What follows belongs to an exercise in optimizing a design on an open flow for small area, a short achievable clock period and few clock cycles per item; a production flow would make more cautious choices.
The RTL was checked by simulation tests, not by an equivalence proof against the original design.
Power figures rest on the tool's default switching activity, not on a simulated workload.

==> flow/design.v <==
module CORDIC (
    input clk,
    input rst,
    input input_ready,
    input [15:0] angle,
    output reg output_ready,
    output reg signed [15:0] cosine_out,
    output reg signed [15:0] sine_out
);
    reg               busy;
    reg        [3:0]  m;      
    reg               d1;     
    reg               up;     
    reg signed [12:0] r;      
    reg               big;    
    reg               first;  
    function [16:0] bk_add;
        input [16:0] a, b;
        input        cin;
        input integer w;
        reg [16:0] g, p, G, P, c;
        integer i, d;
        begin
            g = a & b;
            p = a ^ b;
            G = g;
            P = p;
            for (d = 1; d < 17; d = d * 2)
                for (i = 2 * d - 1; i < 17; i = i + 2 * d) begin
                    G[i] = G[i] | (P[i] & G[i - d]);
                    P[i] = P[i] & P[i - d];
                end
            for (d = 8; d >= 1; d = d / 2)
                for (i = 3 * d - 1; i < 17; i = i + 2 * d) begin
                    G[i] = G[i] | (P[i] & G[i - d]);
                    P[i] = P[i] & P[i - d];
                end
            c[0] = cin;
            for (i = 1; i < 17; i = i + 1)
                c[i] = G[i - 1] | (P[i - 1] & cin);
            bk_add = p ^ c;
        end
    endfunction
    function signed [15:0] sh;
        input signed [15:0] x;
        input [3:0] m;
        reg signed [15:0] y;
        begin
            y = x >>> 3;
            y = m[3] ? y >>> 8 : y;
            y = m[2] ? y >>> 4 : y;
            y = m[1] ? y >>> 2 : y;
            sh = m[0] ? y >>> 1 : y;
        end
    endfunction
    wire in_d1 = (angle >= 16'd11520);
    wire in_d2 = in_d1 ? (angle >= 16'd18321) : (angle >= 16'd4719);
    wire [3:0] m_next = busy ? m + 4'd1 : 4'd0;
    reg [10:0] t_next;
    always @* begin
        case (m_next)
            4'd0: t_next = 11'd1824;
            4'd1: t_next = 11'd915;
            4'd2: t_next = 11'd458;
            4'd3: t_next = 11'd205;
            4'd4: t_next = 11'd115;
            4'd5: t_next = 11'd57;
            4'd6: t_next = 11'd29;
            4'd7: t_next = 11'd14;
            4'd8: t_next = 11'd7;
            4'd9: t_next = 11'd4;
            4'd10: t_next = 11'd2;
            4'd11: t_next = 11'd1;
            4'd12: t_next = 11'd1;
            default: t_next = 11'd1;
        endcase
    end
    reg [10:0] t;
    wire signed [12:0] k0 = d1 ? (up ? -13'sd21914 : -13'sd14728)
                               : (up ? -13'sd8312 : -13'sd1126);
    wire [12:0] k = first ? k0 : ({13{up}} ^ {2'd0, t});
    wire [16:0] r_w = bk_add({4'd0, r}, {4'd0, k}, up & ~first, 13);
    wire signed [12:0] r_n = r_w[12:0];
    wire signed [15:0] c3 = d1 ? (up ? 16'sd2488 : 16'sd17410)
                               : (up ? 16'sd27360 : 16'sd32334);
    wire signed [15:0] s3 = d1 ? (up ? 16'sd32334 : 16'sd27360)
                               : (up ? 16'sd17410 : 16'sd2488);
    wire signed [15:0] ss = busy ? sh(sine_out, m) : 16'sd0;
    wire signed [15:0] cs = busy ? sh(cosine_out, m) : 16'sd0;
    wire [16:0] c_w = bk_add({1'b0, cosine_out}, {1'b0, ss ^ {16{up}}}, up, 16);
    wire signed [15:0] c_n = c_w[15:0];
    wire [16:0] s_w = bk_add({1'b0, sine_out}, {1'b0, cs ^ {16{~up}}}, ~up, 16);
    wire signed [15:0] s_n = s_w[15:0];
    always @(posedge clk) begin
        if (rst) begin
            busy <= 1'b0;
            output_ready <= 1'b0;
        end else if (busy) begin
            if (m == 4'd12) begin
                busy <= 1'b0;
                output_ready <= 1'b1;
            end
        end else if (input_ready) begin
            busy <= 1'b1;
            output_ready <= 1'b0;
        end
        first <= ~rst && ~busy && input_ready;
        cosine_out <= first ? c3 : c_n;
        sine_out <= first ? s3 : s_n;
        t <= t_next;
        if (busy) begin
            m <= m + 4'd1;
            r <= r_n;
            up <= ~r_n[12] | big;
        end else begin
            m <= 4'd15;
            r <= angle[12:0];
            big <= (angle >= 16'd25546);
            d1 <= in_d1;
            up <= in_d2;
        end
    end
endmodule
==> flow/config.mk <==
export PLATFORM = sky130hd
export DESIGN_NAME = CORDIC
export DESIGN_NICKNAME = CORDIC
export VERILOG_FILES = /design/flow/design.v
export SDC_FILE = /design/flow/constraint.sdc
export NUM_CORES = 4
export LEC_CHECK = 0
export ABC_AREA = 1
export CAP_MARGIN = 20
export CORE_MARGIN = 2
export CORE_UTILIZATION = 40
export CTS_BUF_LIST = sky130_fd_sc_hd__clkbuf_2 sky130_fd_sc_hd__clkbuf_4 sky130_fd_sc_hd__clkbuf_8
export PLACE_DENSITY = 0.75
export SLEW_MARGIN = 20
==> flow/constraint.sdc <==
create_clock -name core_clock -period 10.0 [get_ports {clk}]
set_input_delay 2.0000 -clock core_clock [delete_from_list [all_inputs] [get_ports {clk}]]
set_output_delay 2.0000 -clock core_clock [all_outputs]
set_load 0.01 [all_outputs]
standard.sh (not shown) runs the stock make flow with config.mk's settings and CLKGATE_MAP_FILE= SYNTH_SCRIPT=/design/flow/synth_recipe.tcl, a recipe that flattens the netlist after the stock synthesis.
==> flow/flow/run.sh <==
#!/bin/bash
# Standard layout with extra make settings for timing repair.
set -euo pipefail
bash standard.sh SETUP_SLACK_MARGIN=6.5 'BUFFER_PORTS_ARGS=-buffer_cell sky130_fd_sc_hd__buf_2' finish > make_finish.log 2>&1
Testbench counts at the start, summed over its fixed seeds: cycles 36,000, items 2,400.
Edit:
==> flow/flow/run.sh (replaced) <==
#!/bin/bash
# Standard layout with extra make settings for timing repair and the clock tree.
set -euo pipefail
bash standard.sh SETUP_SLACK_MARGIN=7 'BUFFER_PORTS_ARGS=-buffer_cell sky130_fd_sc_hd__buf_2' 'CTS_ARGS=-sink_clustering_enable -repair_clock_nets -dont_use_dummy_load -buf_list {sky130_fd_sc_hd__clkbuf_2 sky130_fd_sc_hd__clkbuf_4 sky130_fd_sc_hd__clkbuf_8}' finish > make_finish.log 2>&1
- CTS_BUF_LIST: sky130_fd_sc_hd__clkbuf_2 sky130_fd_sc_hd__clkbuf_4 sky130_fd_sc_hd__clkbuf_8 -> not set
- PLACE_DENSITY: 0.75 -> not set
Effect: The new run completed without violations; non-clock buffer count is higher by 30; via count increases by 3.4%; final cell count goes up by 2.2%; design area goes up by 13%; total power rose by 15%; count of clock-buffer cells in the layout shrinks by 1; fmax came out higher by 7.1%; wire length rises by 16%.

## what the ideal ports hide
The results above use ideal ports. As a check the final layouts listed here were re-extracted and re-timed, cells and wires unchanged. Step 1 sets driving cells, clkbuf_16 on the clock port and buf_2 on the other inputs (assumed; they add their load-dependent delay and slew). Step 2, shift: input delay + t, output delay - t, t = (earliest + latest rising clock arrival at the registers) / 2. This alone moves slack from input paths to output paths. Slacks: ideal / step 1 / step 2; pairs: ideal / step 1.
run | t (ns) | setup WS [ns] | worst setup path at the end | cell pins on the clock port's net
the first run | 0.413 | 6.765 / 6.765 / 6.765 | register to register | 1
the second run | 0.402 | 6.980 / 6.944 / 6.808 | input to register | 1
After both steps setup and hold are still met in every run listed. The setup slack of the second run, which loses most, moves by -0.036 ns with the drivers and by -0.172 ns with both steps.
